What follows belongs to an exercise in optimizing a design on an open flow for small area; a production flow would make more cautious choices.
RTL that was checked went through simulation tests only; none was proved equivalent to the original.
No functional check of the RTL was part of run 3.
Power figures rest on the tool's default switching activity, not on a simulated workload.

==> flow/design.v <==
`default_nettype none
module vga_timing
 (
   input  wire         reset,
   input  wire         clk_dot,
   output wire [10:0]  h,
   output wire [9:0]   v,
   output wire [10:0]  hn,
   output wire [9:0]   vn,
   output wire         new_frame,    
   output wire         vid_active,
   output wire         vga_hsync,
   output wire         vga_vsync
 );
 reg  [10:0] h_r;
 reg  [9:0]  v_r;
 wire h_end = ( h_r == 11'd1055 );
 wire v_end = ( v_r == 10'd627 );
 assign hn = h_end ? 11'd0 : h_r + 11'd1;
 assign vn = h_end ? ( v_end ? 10'd0 : v_r + 10'd1 ) : v_r;
 assign h  = h_r;
 assign v  = v_r;
 always @ ( posedge clk_dot or posedge reset ) begin
   if ( reset == 1 ) begin
     h_r <= 11'd837;
     v_r <= 10'd599;
   end else begin
     h_r <= hn;
     v_r <= vn;
   end
 end
 assign new_frame  = ( v_r == 10'd627 ) && ( h_r == 11'd1053 );
 wire h_act  = ( h_r <= 11'd797 ) || ( h_r >= 11'd1054 );
 wire v_act  = ( h_r >= 11'd1054 ) ? ( v_r <= 10'd597 || v_r >= 10'd626 )
                                   : ( v_r <= 10'd598 || v_r == 10'd627 );
 assign vid_active = h_act && v_act;
 assign vga_hsync  = ( h_r >= 11'd839 ) && ( h_r <= 11'd966 );
 wire   p_2_218    = ( h_r >= 11'd839 );
 assign vga_vsync  = ( v_r >= 10'd600 && v_r <= 10'd602 ) ||
                     ( v_r == 10'd599 &&  p_2_218 ) ||
                     ( v_r == 10'd603 && !p_2_218 );
endmodule
`default_nettype none
module vga_core
(
  input  wire         reset,
  input  wire         color_3b,       
  input  wire         mode_bit,       
  input  wire         clk_dot,        
  input  wire  [31:0] random_num,     
  output wire  [23:0] vga_pixel_rgb,  
  output wire         vga_active,     
  output wire         vga_hsync,      
  output wire         vga_vsync       
);
  wire [10:0] h, hn;
  wire [9:0]  v, vn;
  wire        new_frame;
  vga_timing u0_vga_timing
  (
    .reset      ( reset      ),
    .clk_dot    ( clk_dot    ),
    .h          ( h          ),
    .v          ( v          ),
    .hn         ( hn         ),
    .vn         ( vn         ),
    .new_frame  ( new_frame  ),
    .vid_active ( vga_active ),
    .vga_hsync  ( vga_hsync  ),
    .vga_vsync  ( vga_vsync  )
  );
  reg          mode_p1;      
  reg          c3_p1;        
  reg          demo;         
  reg          first;        
  reg  [8:0]   line_d;       
  reg  [22:0]  line_rgb;
  reg  [23:0]  bx;           
  reg  [23:0]  by;           
  reg          x_neg, y_neg;
  reg  [9:0]   x_frac, y_frac;
  reg  [3:0]   dir_chg_sr;
  reg  [22:0]  ball_rgb;
  reg          pix_hit;      
  reg  [22:0]  pix_rgb;
  wire rise = mode_bit & ~mode_p1;
  wire line_wrap = ( line_d == 9'd300 );
  always @ ( posedge clk_dot or posedge reset ) begin
    if ( reset == 1 ) begin
      line_d   <= 9'd0;
      line_rgb <= 23'd0;
    end else if ( mode_bit == 0 ) begin
      line_d   <= 9'd0;
      line_rgb <= random_num[22:0];
    end else if ( new_frame == 1 ) begin
      if ( line_wrap ) begin
        line_d   <= 9'd0;
        line_rgb <= random_num[22:0];
      end else begin
        line_d   <= line_d + 9'd1;
      end
    end
  end
  wire [11:0] x_dir = x_neg ? { 2'b10, ~x_frac } : { 2'b01, x_frac };
  wire [11:0] y_dir = y_neg ? { 2'b10, ~y_frac } : { 2'b01, y_frac };
  wire [15:0] bxi = bx[23:8];
  wire [15:0] byi = by[23:8];
  wire x_out = ( bxi < 16'd24 ) || ( bxi > 16'd760 );
  wire y_out = ( byi < 16'd24 ) || ( byi > 16'd542 );
  wire unlocked = ( dir_chg_sr == 4'd0 );
  wire x_bounce = unlocked && x_out;
  wire y_bounce = unlocked && y_out;
  always @ ( posedge clk_dot or posedge reset ) begin
    if ( reset == 1 ) begin
      bx         <= 24'h008800;    
      by         <= 24'h002400;    
      x_neg      <= 1'b0;
      y_neg      <= 1'b0;
      x_frac     <= 10'd0;
      y_frac     <= 10'd0;
      dir_chg_sr <= 4'd0;
      ball_rgb   <= 23'd0;
    end else if ( mode_bit == 0 ) begin
      bx         <= 24'h008800;
      by         <= 24'h002400;
      x_neg      <= 1'b0;
      y_neg      <= 1'b0;
      x_frac     <= random_num[11:2];
      y_frac     <= random_num[23:14];
      ball_rgb   <= random_num[22:0];
    end else if ( new_frame == 1 ) begin
      bx         <= bx + { {12{x_dir[11]}}, x_dir };
      by         <= by + { {12{y_dir[11]}}, y_dir };
      if ( x_bounce ) x_neg <= ~x_neg;
      if ( y_bounce ) y_neg <= ~y_neg;
      dir_chg_sr <= { dir_chg_sr[2:0], x_bounce | y_bounce };
      if ( dir_chg_sr[0] == 1 ) ball_rgb <= random_num[22:0];
    end
  end
  wire [11:0] dxh = { 1'b0, hn } - { 1'b0, bxi[10:0] };
  wire [10:0] dyv = { 1'b0, vn } - { 1'b0, byi[9:0] };
  wire ball_hit = ( bxi[15:11] == 5'd0 ) && ( dxh[11:4] == 8'd0 ) && ( dxh[3:0] != 4'd0 ) &&
                  ( byi[15:10] == 6'd0 ) && ( dyv[10:4] == 7'd0 ) && ( dyv[3:0] != 4'd0 );
  wire [10:0] ld = { 2'd0, line_d };
  wire line_hit = ( hn == ld ) || ( hn + ld == 11'd800 ) ||
                  ( { 1'b0, vn } == ld ) || ( { 1'b0, vn } + ld + first == 11'd600 );
  always @ ( posedge clk_dot or posedge reset ) begin
    if ( reset == 1 ) begin
      mode_p1 <= 1'b0;
      demo    <= 1'b0;
      first   <= 1'b1;
      pix_hit <= 1'b0;
      pix_rgb <= 23'd0;
    end else begin
      mode_p1 <= mode_bit;
      if ( rise ) demo <= ~demo;
      if ( new_frame ) first <= 1'b0;
      if ( mode_p1 ) begin
        pix_hit <= demo ? line_hit : ball_hit;
        pix_rgb <= demo ? line_rgb : ball_rgb;
      end
    end
  end
  always @ ( posedge clk_dot ) c3_p1 <= color_3b;
  wire [2:0] bar = h[9:7];
  wire r_en = bar[0] ^ bar[1];
  wire g_en = bar[2] | ( bar[1] & bar[0] );
  wire b_en = ~bar[0];
  wire [7:0] ramp = { h[6:0], 1'b0 };
  wire [23:0] tp  = { r_en ? ramp : 8'd0, g_en ? ramp : 8'd0, b_en ? ramp : 8'd0 };
  wire [23:0] dp  = pix_hit ? { 1'b1, pix_rgb } : 24'd0;
  wire [23:0] raw = mode_p1 ? dp : tp;
  assign vga_pixel_rgb = c3_p1 ? { {8{raw[23]}}, {8{raw[15]}}, {8{raw[7]}} } : raw;
endmodule
==> flow/run.sh <==
#!/bin/bash
# synth_recipe.tcl (not shown) runs the flow's synth.tcl, then flattens the netlist and writes it again
# the make line also repeats each setting of config.mk as NAME=value (left out here)
make -C /OpenROAD-flow-scripts/flow DESIGN_CONFIG=/design/flow/config.mk WORK_HOME=/design/flow/orfs CLKGATE_MAP_FILE= SYNTH_SCRIPT=/design/flow/synth_recipe.tcl finish
==> flow/config.mk <==
export PLATFORM = sky130hd
export DESIGN_NAME = vga_core
export DESIGN_NICKNAME = vga_core
export VERILOG_FILES = /design/flow/design.v
export SDC_FILE = /design/flow/constraint.sdc
export NUM_CORES = 4
export LEC_CHECK = 0
export CAP_MARGIN = 20
export CORE_MARGIN = 2
export CORE_UTILIZATION = 40
export SLEW_MARGIN = 20
==> flow/constraint.sdc <==
create_clock -name core_clock -period 10.0 [get_ports {clk_dot}]
set_input_delay 2.0000 -clock core_clock [delete_from_list [all_inputs] [get_ports {clk_dot}]]
set_output_delay 2.0000 -clock core_clock [all_outputs]
set_load 0.01 [all_outputs]
==> results of run 1 <==
==> sequential cells by signal (all words and copies together) (netlist names), 4 cells and up <==
name and flops:
by 24, bx 24, pix_rgb 23, ball_rgb 23, u0_vga_timing.h_r 11, line_d 9
x_frac 10, y_frac 10, line_rgb 23, u0_vga_timing.v_r 10, dir_chg_sr 4
==> synthesized netlist by cell type (9+ instances only) <==
| cell type | n | area, sq um |
|---|---|---|
| nand2b_1 | 11 | 68.8 |
| o21ai_1 | 14 | 70.1 |
| a21o_1 | 18 | 135 |
| and3_1 | 11 | 68.8 |
| o211ai_1 | 15 | 113 |
| nand3_1 | 40 | 200 |
| dfrtp_1 | 161 | 4030 |
| clkbuf_1 | 35 | 131 |
| o21ai_0 | 38 | 190 |
| a211oi_1 | 19 | 143 |
| or3_1 | 13 | 81.3 |
| o31ai_1 | 13 | 97.6 |
| mux2i_1 | 30 | 300 |
| a211o_1 | 9 | 78.8 |
| xor2_1 | 45 | 394 |
| a31oi_1 | 16 | 100 |
| buf_1 | 10 | 37.5 |
| o21a_1 | 18 | 135 |
| a21oi_1 | 102 | 510 |
| nor2b_1 | 18 | 113 |
| and2_1 | 11 | 68.8 |
| xnor2_1 | 37 | 324 |
| nand2_1 | 102 | 383 |
| a221o_1 | 18 | 180 |
| mux2_2 | 22 | 248 |
| o21bai_1 | 9 | 67.6 |
| ha_1 | 98 | 1230 |
| inv_1 | 61 | 229 |
| nor3_1 | 27 | 135 |
| nand4_1 | 21 | 131 |
| nor2_1 | 90 | 338 |
| dfstp_2 | 16 | 420 |
| nor4_1 | 10 | 62.6 |
| mux2_1 | 48 | 541 |
==> how the worst max path moves through the flow <==
| stage | cells after the start | to | startpoint |
|---|---|---|---|
| CTS | 7 | vga_active | u0_vga_timing.v_r[6] |
| finish | 7 | vga_active | u0_vga_timing.v_r[6] |
| floorplan | 1 | ball_rgb[0] | reset |
| detailed placement | 14 | pix_hit | u0_vga_timing.h_r[5] |
| global placement | 16 | pix_hit | u0_vga_timing.v_r[6] |
| global route | 7 | vga_active | u0_vga_timing.v_r[6] |
==> through the flow <==
| step | cells | hold WS, ps |
|---|---|---|
| 2_1_floorplan | 1318 | 457 |
| 3_3_place_gp | 1727 | 466 |
| 3_5_place_dp | 1727 | 474 |
| 4_1_cts | 1759 | 490 |
| 5_1_grt | 1759 | 501 |
| 6_report | 1759 | 484 |
==> area by class of cell <==
cell class | instances | area [sq um] | share of cell area
Tap cell | 396 | 495 | 0.0357
Inverter | 63 | 241 | 0.0174
Multi-Input combinational cell | 1022 | 7440 | 0.536
Timing Repair Buffer | 68 | 641 | 0.0462
Clock buffer | 18 | 429 | 0.0309
Clock inverter | 14 | 160 | 0.0115
Sequential cell | 178 | 4470 | 0.322
==> power groups by stage <==
stage | registers, uW | clock network [uW] | logic (uW)
floorplan | 814 | 0 | 207
global placement | 825 | 0 | 312
detailed placement | 827 | 0 | 315
CTS | 814 | 688 | 316
global route | 821 | 721 | 342
finish | 814 | 668 | 312
==> kinds of logic after synthesis <==
group           share of synthesized area
simple gates                        0.163
compound gates                      0.181
flops                               0.361
buf+inv                            0.0379
fa+ha+maj                           0.110
mux                                0.0880
xor+xnor                           0.0580
==> layer usage <==
metal | track usage | up-vias
li1 | - | 4901
met1 | 0.281 | 4869
met2 | 0.317 | 174
met3 | 0.0239 | 21
met4 | 0.0345 | 0
met5 | 0 | -
==> impl_metrics.toml, run 1 <==
[cts]
clk_latency_ps = 440
clkTransAtPathRegs_ps = 80
clockBufferDepth = 2
ctsRootBufferMaster = "clkbuf_16"
cts_hold_buffers = 0
cts.sinks = 178
ctsResizeCount = 0
post-cts-setup-buffers = 0
cts_buffers = 17
h-tree-depth = 4
cts_tree = "yes"

[timing]
fin_crit_sh = 0.508
setup_viol = 0
hold_viol_final = 0
setup_ws_ps = 4920
max_clock_freq_ghz = 0.197
drv_slew = 0
worst_pin_slew_ps = 1030
relSlewSlack = 0.313
setup_tns_ps = 0
fin_crit_ps = 5080
rsz0062_at_grt = "false"
finalClockSkew_ps = 18.5

[floorplanning]
die-width_um = 180
ios = 63
start_util = 0.406
die_h_um = 180
die_area_sq_mm = 0.0324
row_count = 64
core_area_sq_mm = 0.0305

[cells_and_area]
mostFrequentLayoutCells = "160 x dfrtp_1, 102 x a21oi_1, 102 x nand2_1"
final_common_cell = "dfrtp_1"
drive_gt1_frac = 0.0836
antennaDiodeCount = 0
area_delta_synth_final_pct = 12.2
nets = 1491
post-route-util = 0.455
final_area_sq_mm = 0.0139
fillers = 2869

[min_path]
hp-class = "reg -> reg"
hold_path_startpoint = "ball_rgb[7]"
whs_path_depth = 1
min_delay_worst_endpoint = "ball_rgb[7]"

[detailed_routing]
drt-met1-wl_mm = 15.5
num_vias = 9965
wl_met2_mm = 14.6
dr_wl_met3_um = 989
drt_wl_total_mm = 31.3
drtIter0Drc = 679
wl_per_cell_um = 17.8
dr.pass1.iters = 5
antenna_left = 0
route.top_layer_used = "met4"
avgViaCountPerCell = 5.67
drc_errors = 0

[synth]
syn_inst = 1318
synth-edff-count = 0
synth_ff_type = "dfrtp_1"
syn_nets = 1459
synth-seq-cells = 178
synth_cell_types = 85
syn-cell-area_sq_mm = 0.0124
synth_warnings = 2
async_reset_ff_frac = 0.994
seq_area_frac_synth = 0.361
avgSynthCellArea_sq_um = 9.39

[setup_path]
max_stage_delay_ps = 580
crit_arrival_ps = 3080
critPathRequiredTime_ps = 8000
r2r_setup_slack_ps = 5070
r2r_end = "pix_hit"
worstPathCellList = "nor4bb_1, nand2_1, nor4b_1, nand2b_1, a221oi_1, o32ai_1, clkdlybuf4s50_1"
start_kind = "register"
reg2regPathDepth = 14
path_delay_family = "simple AND/OR/NAND/NOR gates"
r2r_start = "u0_vga_timing.h_r[5]"
cp_slowest_cell = "dfstp_2"
path_buf_inv = 1
cp_max_fo = 7
crit_path_end_kind = "output pin"
crit_type = "reg -> out"

[place]
dp_hpwl_mm = 22.7
placed_cell_area_sq_mm = 0.0133
place_congestion = 0.898
portBuffers = 54
pre_cts_ws_ps = 5130

[power]
p_int_uw = 1270
comb_power_share = 0.174
power.leakage_uw = 0.00604
pwr-share-clk = 0.372
power_density_mw_per_mm2 = 129
power_switching_share = 0.295
power_uw = 1790
p_seq_frac = 0.454
ir_drop_mv = 0.122
switchingPower_uw = 529

[global_routing]
track_usage = 0.195
antenna_found_initial = 0
grt_overflow = 0
grt_pass1_vias = 9653
grt_max_degree = 69
grt_pass1_wl_mm = 51.2

[run_status]
status = "no timing/DRC/antenna violations"

[flow_run]
maxCapViolations = 0
==> run 2, diff against run 1 <==
--- a/flow/design.v
+++ b/flow/design.v
@@ -78,5 +78,5 @@
   reg  [23:0]  bx;           
   reg  [23:0]  by;           
-  reg          x_neg, y_neg;
+  reg          x_neg, y_neg;      
   reg  [9:0]   x_frac, y_frac;
   reg  [3:0]   dir_chg_sr;
@@ -102,6 +102,4 @@
     end
   end
-  wire [11:0] x_dir = x_neg ? { 2'b10, ~x_frac } : { 2'b01, x_frac };
-  wire [11:0] y_dir = y_neg ? { 2'b10, ~y_frac } : { 2'b01, y_frac };
   wire [15:0] bxi = bx[23:8];
   wire [15:0] byi = by[23:8];
@@ -111,4 +109,14 @@
   wire x_bounce = unlocked && x_out;
   wire y_bounce = unlocked && y_out;
+  reg        busy, x_flip, y_flip, x_c, y_c;
+  wire [4:0] bit_i = h[4:0];
+  wire       shift = busy & ~h[10];              
+  wire       last  = busy & ( h[4:0] == 5'd23 ) & ~h[10];
+  wire       x_g   = ( bit_i < 5'd10 ) ? x_frac[bit_i[3:0]] : ( bit_i == 5'd10 );
+  wire       y_g   = ( bit_i < 5'd10 ) ? y_frac[bit_i[3:0]] : ( bit_i == 5'd10 );
+  wire       x_d   = x_neg ^ x_g;
+  wire       y_d   = y_neg ^ y_g;
+  wire       x_s   = bx[0] ^ x_d ^ x_c;
+  wire       y_s   = by[0] ^ y_d ^ y_c;
   always @ ( posedge clk_dot or posedge reset ) begin
     if ( reset == 1 ) begin
@@ -121,4 +129,9 @@
       dir_chg_sr <= 4'd0;
       ball_rgb   <= 23'd0;
+      busy       <= 1'b0;
+      x_flip     <= 1'b0;
+      y_flip     <= 1'b0;
+      x_c        <= 1'b0;
+      y_c        <= 1'b0;
     end else if ( mode_bit == 0 ) begin
       bx         <= 24'h008800;
@@ -129,11 +142,32 @@
       y_frac     <= random_num[23:14];
       ball_rgb   <= random_num[22:0];
-    end else if ( new_frame == 1 ) begin
-      bx         <= bx + { {12{x_dir[11]}}, x_dir };
-      by         <= by + { {12{y_dir[11]}}, y_dir };
-      if ( x_bounce ) x_neg <= ~x_neg;
-      if ( y_bounce ) y_neg <= ~y_neg;
-      dir_chg_sr <= { dir_chg_sr[2:0], x_bounce | y_bounce };
-      if ( dir_chg_sr[0] == 1 ) ball_rgb <= random_num[22:0];
+      busy       <= 1'b0;
+      x_flip     <= 1'b0;
+      y_flip     <= 1'b0;
+      x_c        <= 1'b0;
+      y_c        <= 1'b0;
+    end else begin
+      if ( new_frame == 1 ) begin
+        busy       <= 1'b1;
+        x_flip     <= x_bounce;
+        y_flip     <= y_bounce;
+        dir_chg_sr <= { dir_chg_sr[2:0], x_bounce | y_bounce };
+        if ( dir_chg_sr[0] == 1 ) ball_rgb <= random_num[22:0];
+      end
+      if ( shift ) begin
+        bx  <= { x_s, bx[23:1] };
+        by  <= { y_s, by[23:1] };
+        x_c <= ( bx[0] & x_d ) | ( bx[0] & x_c ) | ( x_d & x_c );
+        y_c <= ( by[0] & y_d ) | ( by[0] & y_c ) | ( y_d & y_c );
+      end
+      if ( last ) begin
+        busy   <= 1'b0;
+        x_c    <= 1'b0;
+        y_c    <= 1'b0;
+        x_neg  <= x_neg ^ x_flip;
+        y_neg  <= y_neg ^ y_flip;
+        x_flip <= 1'b0;
+        y_flip <= 1'b0;
+      end
     end
   end
==> impl_metrics.toml, run 2 <==
[floorplanning]
ios = 63
die-width_um = 167
core_area_sq_mm = 0.0261
die_h_um = 167
start_util = 0.409
row_count = 59
die_area_sq_mm = 0.0280

[setup_path]
start_kind = "register"
crit_arrival_ps = 3170
max_stage_delay_ps = 770
critPathRequiredTime_ps = 8000
cp_max_fo = 13
crit_type = "reg -> out"
worstPathCellList = "ha_1, nand4_1, nor2_1, a221oi_1, buf_4, a311oi_1, clkdlybuf4s50_1"
crit_path_end_kind = "output pin"
cp_slowest_cell = "dfstp_2"

[cts]
clockBufferDepth = 2
clkTransAtPathRegs_ps = 70
clk_latency_ps = 440
cts_tree = "yes"
cts.sinks = 183
ctsResizeCount = 0
ctsRootBufferMaster = "clkbuf_16"
h-tree-depth = 4
cts_buffers = 17
cts_hold_buffers = 0
post-cts-setup-buffers = 0

[timing]
finalClockSkew_ps = 15.1
fin_crit_ps = 5170
drv_slew = 0
setup_tns_ps = 0
rsz0062_at_grt = "false"
setup_viol = 0
worst_pin_slew_ps = 1060
hold_viol_final = 0
max_clock_freq_ghz = 0.193
relSlewSlack = 0.290
fin_crit_sh = 0.517

[synth]
synthAdderAreaFrac = 0.0747
syn-cell-area_sq_mm = 0.0107
synth_warnings = 2
seq_area_frac_synth = 0.430
synth-seq-cells = 183
netlist.area_leader.share = 0.389
syn_inst = 1090
avgSynthCellArea_sq_um = 9.79
muxShareOfSynthArea = 0.109
async_reset_ff_frac = 0.995
synth-compound-area-share = 0.157
synthSimpleGateAreaFrac = 0.161
synthTopCellsByCount = "166 x dfrtp_1, 151 x nand2_1, 80 x nor2_1"
syn_nets = 1183
synth_most_common_cell = "dfrtp_1"
synth-edff-count = 0
synth_top_area_cell = "dfrtp_1"
synthTopCellsByArea = "dfrtp_1 39%, mux2_2 7.4%, ha_1 5.9%"
synth_ff_type = "dfrtp_1"
synth_xor_area_frac = 0.0279
synth_top_family_by_area = "simple AND/OR/NAND/NOR gates"
synth_cell_types = 76

[detailed_routing]
drtIter0Drc = 635
avgViaCountPerCell = 5.57
drt_wl_total_mm = 25.9
drc_errors = 0
num_vias = 8161
antenna_left = 0
wl_per_cell_um = 17.7
dr.pass1.iters = 6

[run_status]
status = "no timing/DRC/antenna violations"

[power]
ir_drop_mv = 0.0937
power_density_mw_per_mm2 = 151
power.leakage_uw = 0.00507
power_uw = 1830

[global_routing]
grt_pass1_vias = 7879
antenna_found_initial = 0
grt_max_degree = 100
grt_overflow = 0
track_usage = 0.192
grt_pass1_wl_mm = 42.9

[cells_and_area]
drive_gt1_frac = 0.138
fillers = 2506
final_area_sq_mm = 0.0121
area_delta_synth_final_pct = 13.3
mostFrequentLayoutCells = "165 x dfrtp_1, 151 x nand2_1, 80 x nor2_1"
reg.largest.list = "bx x24, by x24"
final_common_cell = "dfrtp_1"
antennaDiodeCount = 0
nets = 1210

[place]
portBuffers = 54
place_congestion = 0.942
dp_hpwl_mm = 17.8
placed_cell_area_sq_mm = 0.0115

[flow_run]
maxCapViolations = 0

[min_path]
hp-class = "reg -> reg"
run 2: cell types whose count changed in the layout (fill, tap and decap cells not counted), sizes merged, moves of 11 or more:
cell and delta:
ha -48, o21a -12, xnor2 -14, nand2 +50, nor2 -11, nand3 -22
a21boi +47, a21oi -59, xor2 -34, a31oi -11
run 2: through the flow:
step                       util  cells  hold WS, ps  setup slack [ps]
after global routing      0.463   1465          515              4620
after floorplan               -   1090          471              3080
after detailed placement  0.440   1433          492              5200
after global placement    0.440   1433          483              5210
after CTS                 0.463   1465          508              4850
final                     0.463   1465          504              4830
run 2: worst max-delay path: cells and delay by family, from the launching register on:
family	cells	cell delay (ps)
AND/OR/NAND/NOR	2	330
flip-flops	1	770
adder cells (fa/ha/maj)	1	280
buffers and inverters	2	860
AO/OA/AOI/OAI	2	490
run 2: cells by family (layout without fill, tap and decap cells):
kind of cell               count (synthesis)  in the layout
xor gates and xnor gates                  34             34
muxes                                    102            102
DFF                                      183            183
adders and majority gates                 60             60
and+or+nand+nor                          362            362
buffers and inverters                    108            148
AOI/OAI and AO/OA                        241            241
run 2: area by class of cell:
| type | instances | area, sq um | area share |
|---|---|---|---|
| Sequential cell | 183 | 4600 | 0.380 |
| Timing Repair Buffer | 64 | 614 | 0.0508 |
| Multi-Input combinational cell | 799 | 5660 | 0.468 |
| Tap cell | 335 | 419 | 0.0347 |
| Clock inverter | 15 | 175 | 0.0145 |
| Inverter | 52 | 203 | 0.0168 |
| Clock buffer | 17 | 425 | 0.0352 |
run 2: final timing paths:
path	to	slack (ps)	startpoint	depth (start not counted)
setup / recovery	vga_hsync	4830	u0_vga_timing.h_r[0]	7
hold / removal	y_frac[3]	500	y_frac[3]	1
setup reg to reg	pix_hit	5160	u0_vga_timing.h_r[0]	15
hold reg to reg	y_frac[3]	500	y_frac[3]	1
max in group asynchronous	line_d[6]	6670	reset	3
min in group asynchronous	bx[2]	2080	reset	2
run 2: report_power, final:
part | switching (uW) | internal, uW
combinational | 148 | 154
clock | 349 | 339
sequential | 36.3 | 802
run 2: metal layers:
layer  global-route usage  vias up  part of all wire
met5                    0        -                 0
met2                0.302      164              0.47
met4               0.0578        0             0.019
met1                0.272     4024              0.48
li1                     -     3941                 -
met3               0.0310       32             0.036
==> run 3, diff against run 2 <==
--- a/flow/design.v
+++ b/flow/design.v
@@ -15,6 +15,7 @@
  reg  [10:0] h_r;
  reg  [9:0]  v_r;
- wire h_end = ( h_r == 11'd1055 );
- wire v_end = ( v_r == 10'd627 );
+ wire h_end = h_r[10] & ( &h_r[4:0] );                                
+ wire v_end = v_r[9] & v_r[6] & v_r[5] & v_r[4] & v_r[1] & v_r[0];    
+ wire h_hi  = h_r[10] & h_r[4] & h_r[3] & h_r[2] & h_r[1];            
  assign hn = h_end ? 11'd0 : h_r + 11'd1;
  assign vn = h_end ? ( v_end ? 10'd0 : v_r + 10'd1 ) : v_r;
@@ -30,11 +31,11 @@
    end
  end
- assign new_frame  = ( v_r == 10'd627 ) && ( h_r == 11'd1053 );
- wire h_act  = ( h_r <= 11'd797 ) || ( h_r >= 11'd1054 );
- wire v_act  = ( h_r >= 11'd1054 ) ? ( v_r <= 10'd597 || v_r >= 10'd626 )
-                                   : ( v_r <= 10'd598 || v_r == 10'd627 );
+ assign new_frame  = v_end & h_r[10] & h_r[4] & h_r[3] & h_r[2] & ~h_r[1] & h_r[0];
+ wire h_act  = ( !h_r[10] && h_r[9:0] <= 10'd797 ) || h_hi;
+ wire v_act  = h_hi ? ( v_r <= 10'd597 || v_r >= 10'd626 )
+                    : ( v_r <= 10'd598 || v_end );
  assign vid_active = h_act && v_act;
- assign vga_hsync  = ( h_r >= 11'd839 ) && ( h_r <= 11'd966 );
- wire   p_2_218    = ( h_r >= 11'd839 );
+ assign vga_hsync  = !h_r[10] && ( h_r[9:0] >= 10'd839 ) && ( h_r[9:0] <= 10'd966 );
+ wire   p_2_218    = h_r[10] || ( h_r[9:0] >= 10'd839 );
  assign vga_vsync  = ( v_r >= 10'd600 && v_r <= 10'd602 ) ||
                      ( v_r == 10'd599 &&  p_2_218 ) ||
@@ -113,6 +114,7 @@
   wire       shift = busy & ~h[10];              
   wire       last  = busy & ( h[4:0] == 5'd23 ) & ~h[10];
-  wire       x_g   = ( bit_i < 5'd10 ) ? x_frac[bit_i[3:0]] : ( bit_i == 5'd10 );
-  wire       y_g   = ( bit_i < 5'd10 ) ? y_frac[bit_i[3:0]] : ( bit_i == 5'd10 );
+  wire       lo10  = ( bit_i < 5'd10 );
+  wire       x_g   = lo10 ? x_frac[0] : ( bit_i == 5'd10 );
+  wire       y_g   = lo10 ? y_frac[0] : ( bit_i == 5'd10 );
   wire       x_d   = x_neg ^ x_g;
   wire       y_d   = y_neg ^ y_g;
@@ -130,6 +132,4 @@
       ball_rgb   <= 23'd0;
       busy       <= 1'b0;
-      x_flip     <= 1'b0;
-      y_flip     <= 1'b0;
       x_c        <= 1'b0;
       y_c        <= 1'b0;
@@ -143,6 +143,4 @@
       ball_rgb   <= random_num[22:0];
       busy       <= 1'b0;
-      x_flip     <= 1'b0;
-      y_flip     <= 1'b0;
       x_c        <= 1'b0;
       y_c        <= 1'b0;
@@ -150,8 +148,10 @@
       if ( new_frame == 1 ) begin
         busy       <= 1'b1;
-        x_flip     <= x_bounce;
-        y_flip     <= y_bounce;
         dir_chg_sr <= { dir_chg_sr[2:0], x_bounce | y_bounce };
         if ( dir_chg_sr[0] == 1 ) ball_rgb <= random_num[22:0];
+      end
+      if ( shift & lo10 ) begin
+        x_frac <= { x_frac[0], x_frac[9:1] };
+        y_frac <= { y_frac[0], y_frac[9:1] };
       end
       if ( shift ) begin
@@ -167,7 +167,11 @@
         x_neg  <= x_neg ^ x_flip;
         y_neg  <= y_neg ^ y_flip;
-        x_flip <= 1'b0;
-        y_flip <= 1'b0;
-      end
+      end
+    end
+  end
+  always @ ( posedge clk_dot ) begin
+    if ( new_frame ) begin
+      x_flip <= x_bounce;
+      y_flip <= y_bounce;
     end
   end
@@ -177,6 +181,17 @@
                   ( byi[15:10] == 6'd0 ) && ( dyv[10:4] == 7'd0 ) && ( dyv[3:0] != 4'd0 );
   wire [10:0] ld = { 2'd0, line_d };
-  wire line_hit = ( hn == ld ) || ( hn + ld == 11'd800 ) ||
-                  ( { 1'b0, vn } == ld ) || ( { 1'b0, vn } + ld + first == 11'd600 );
+  function sum_is;
+    input [10:0] a, b, k;
+    input        cin;
+    reg   [11:0] c;
+    reg   [10:0] co;
+    begin
+      c  = { 1'b0, a ^ b ^ k };
+      co = ( k & a & b ) | ( ~k & ( a | b ) );
+      sum_is = ( c[0] == cin ) && ( c[11:1] == co );
+    end
+  endfunction
+  wire line_hit = ( hn == ld ) || sum_is( hn, ld, 11'd800, 1'b0 ) ||
+                  ( { 1'b0, vn } == ld ) || sum_is( { 1'b0, vn }, ld, 11'd600, first );
   always @ ( posedge clk_dot or posedge reset ) begin
     if ( reset == 1 ) begin
@@ -185,14 +200,13 @@
       first   <= 1'b1;
       pix_hit <= 1'b0;
-      pix_rgb <= 23'd0;
     end else begin
       mode_p1 <= mode_bit;
       if ( rise ) demo <= ~demo;
       if ( new_frame ) first <= 1'b0;
-      if ( mode_p1 ) begin
-        pix_hit <= demo ? line_hit : ball_hit;
-        pix_rgb <= demo ? line_rgb : ball_rgb;
-      end
-    end
+      if ( mode_p1 ) pix_hit <= demo ? line_hit : ball_hit;
+    end
+  end
+  always @ ( posedge clk_dot ) begin
+    if ( mode_p1 ) pix_rgb <= demo ? line_rgb : ball_rgb;
   end
   always @ ( posedge clk_dot ) c3_p1 <= color_3b;
==> flow/flow/run.sh (new file) <==
#!/bin/bash
# Own flow: the standard layout (standard.sh, unchanged synthesis), with
# the smallest buffer on the ports and a clock tree of small buffers without
# dummy loads.  Each tool's output is in orfs/logs; make's own output is in
# flow_make.log here.
set -euo pipefail
CTS="-sink_clustering_enable -repair_clock_nets -sink_clustering_size 30 -sink_clustering_max_diameter 100 -buf_list {sky130_fd_sc_hd__clkbuf_4 sky130_fd_sc_hd__clkbuf_8} -dont_use_dummy_load"
bash standard.sh "BUFFER_PORTS_ARGS=-buffer_cell sky130_fd_sc_hd__buf_1" "CTS_ARGS=$CTS" finish > flow_make.log 2>&1
==> flow/standard.sh (new file) <==
#!/bin/bash
# synth_recipe.tcl (not shown) runs the flow's synth.tcl, then flattens the netlist and writes it again
# the make line also repeats each setting of config.mk as NAME=value (left out here)
make -C /OpenROAD-flow-scripts/flow DESIGN_CONFIG=/design/flow/config.mk WORK_HOME=/design/flow/orfs CLKGATE_MAP_FILE= SYNTH_SCRIPT=/design/flow/synth_recipe.tcl "${@:-finish}"
removed: flow/run.sh
==> impl_metrics.toml, run 3 <==
[cts]
cts_buffers = 17
post-cts-setup-buffers = 0
ctsRootBufferMaster = "clkbuf_8"
ctsResizeCount = 0
cts_tree = "yes"
clockBufferDepth = 2
clkTransAtPathRegs_ps = 70
cts.sinks = 183
clk_latency_ps = 490
h-tree-depth = 4
cts_hold_buffers = 0

[global_routing]
grt_pass1_wl_mm = 39.7
grt_overflow = 0
track_usage = 0.187
grt_max_degree = 89
grt_pass1_vias = 7344
antenna_found_initial = 0

[timing]
setup_viol = 0
fin_crit_sh = 0.456
rsz0062_at_grt = "false"
hold_viol_final = 0
whs_ps = 493
drv_slew = 0
relSlewSlack = 0.271
fin_crit_ps = 4560
max_clock_freq_ghz = 0.219
finalClockSkew_ps = 49.2
worst_pin_slew_ps = 1080
setup_tns_ps = 0

[floorplanning]
die-width_um = 165
die_area_sq_mm = 0.0273
row_count = 59
core_area_sq_mm = 0.0258
start_util = 0.404
ios = 63
die_h_um = 165

[synth]
synth-seq-cells = 183
avgSynthCellArea_sq_um = 10.1
synth_top_area_cell = "dfrtp_1"
synth_cell_types = 76
seq_area_frac_synth = 0.454
synth_most_common_cell = "nand2_1"
netlist.area_leader.share = 0.339
synthTopCellsByArea = "dfrtp_1 34%, edfxtp_1 7.2%, ha_1 6.3%"
synth-edff-count = 25
synth_ff_type = "dfrtp_1"
synth_warnings = 2
syn-cell-area_sq_mm = 0.0104
synthTopCellsByCount = "145 x nand2_1, 141 x dfrtp_1, 63 x inv_1"
async_reset_ff_frac = 0.858
syn_nets = 1117
syn_inst = 1025

[cells_and_area]
mostFrequentLayoutCells = "145 x nand2_1, 141 x dfrtp_1, 62 x inv_1"
nets = 1150
final_common_cell = "nand2_1"
area_delta_synth_final_pct = 6.99
reg.largest.list = "bx x24, by x24"
antennaDiodeCount = 0
post-route-util = 0.432
drive_gt1_frac = 0.134

[detailed_routing]
drtIter0Drc = 572
drc_errors = 0
wl_per_cell_um = 17.2
dr.pass1.iters = 7
antenna_left = 0
avgViaCountPerCell = 5.34
num_vias = 7425
drt_wl_total_mm = 23.9

[setup_path]
crit_arrival_ps = 2560
cp_slowest_cell = "dfstp_2"
critPathRequiredTime_ps = 8000
r2r_start = "u0_vga_timing.h_r[0]"
worstPathCellList = "nand3_1, or4_1, nor3_2, nand2b_1, a222oi_1, o31ai_1, buf_1"
start_kind = "register"
crit_path_end_kind = "output pin"
crit_type = "reg -> out"
cp_max_fo = 5
crit_start = "u0_vga_timing.v_r[9]"
max_stage_delay_ps = 570

[place]
dp_hpwl_mm = 16.6
portBuffers = 54
place_congestion = 0.865

[power]
power_density_mw_per_mm2 = 133
power.leakage_uw = 0.00468
ir_drop_mv = 0.0972

[flow_run]
maxCapViolations = 0

[min_path]
hp-class = "reg -> reg"
hold_path_startpoint = "first"

[run_status]
status = "no timing/DRC/antenna violations"
## run 3: cell types whose count changed after synthesis, sizes merged, moves of 6 or more
cell    change
clkbuf      -6
xor2       +10
a211oi      -9
mux2i       -6
inv        +11
nor2       -22
nand3      +11
edfxtp     +25
dfrtp      -25
nand2       -6
o41ai       -6
## run 3: path summary, 6_finish.rpt
check	slack (ps)	end	cells after the start
hold reg to reg	490	first	1
min in group asynchronous	1670	bx[0]	2
hold / removal	490	first	1
setup / recovery	5440	vga_active	7
setup reg to reg	5590	pix_hit	16
max in group asynchronous	6910	line_rgb[2]	3
## run 3: stage by stage
step	total power, uW	setup slack (ps)	instance area (sq um)	cells
floorplan	1030	3790	10400	1025
global placement	1100	5660	10900	1374
detailed placement	1100	5620	10900	1374
CTS	1490	5410	11100	1391
global route	1550	5220	11100	1391
finish	1480	5440	11100	1391
## run 3: critical path, delay by kind of cell, from the launching register on
kind / cells / cell delay [ps]
compound gates: 2 / 460
buf+inv: 1 / 140
flops: 1 / 570
simple gates: 4 / 940
## run 3: cells by family after synthesis
| group | count (synthesis) | synth area share |
|---|---|---|
| buf+inv | 113 | 0.0440 |
| xor+xnor | 41 | 0.0345 |
| simple gates | 335 | 0.152 |
| fa+ha+maj | 56 | 0.0703 |
| flops | 183 | 0.454 |
| mux | 96 | 0.109 |
| compound gates | 201 | 0.136 |
## run 3: routing by layer
metal / global-route usage / share of wire / vias up
met5: 0 / 0 / -
met4: 0.0419 / 0.012 / 0
met3: 0.0452 / 0.048 / 18
met2: 0.291 / 0.46 / 134
met1: 0.263 / 0.48 / 3625
li1: - / - / 3648
## run 3: final cells by class
cell class              count  area [sq um]
clock buffers              17           234
multi-input cells         729          5230
well taps                 335           419
fillers                  2511         14600
inverters                  63           241
flip-flops and latches    183          4720
repair buffers             64           279
## run 3: power breakdown
group / switching (uW) / total, uW / leakage (uW) / internal [uW]
clock network: 241 / 391 / 0.000122 / 151
logic: 118 / 230 / 0.00235 / 112
registers: 32.1 / 856 / 0.00221 / 824

## static timing again, ports no longer ideal
Ports are ideal in the flow. The routed layouts listed here were re-timed in OpenROAD.
Step 1: set_driving_cell puts a clkbuf_16 on clk_dot and a buf_2 on each other input, an assumption about the parent block.
Step 2 also shifts input and output timing later by t, the mid clock arrival at the registers, as if the neighbouring blocks saw the same clock.
a / b / c = no drivers / after step 1 / after step 2; a / b = the first two.
run | shift t [ns] | slack for setup (ns) | worst data-port slew with drivers (ns)
run 1 | 0.479 | 4.919 / 4.869 / 5.073 | 0.06
run 2 | 0.485 | 4.830 / 4.781 / 5.161 | 0.04
run 3 | 0.509 | 5.438 / 5.394 / 5.588 | 0.05
After both steps setup and hold are still met in every run listed.
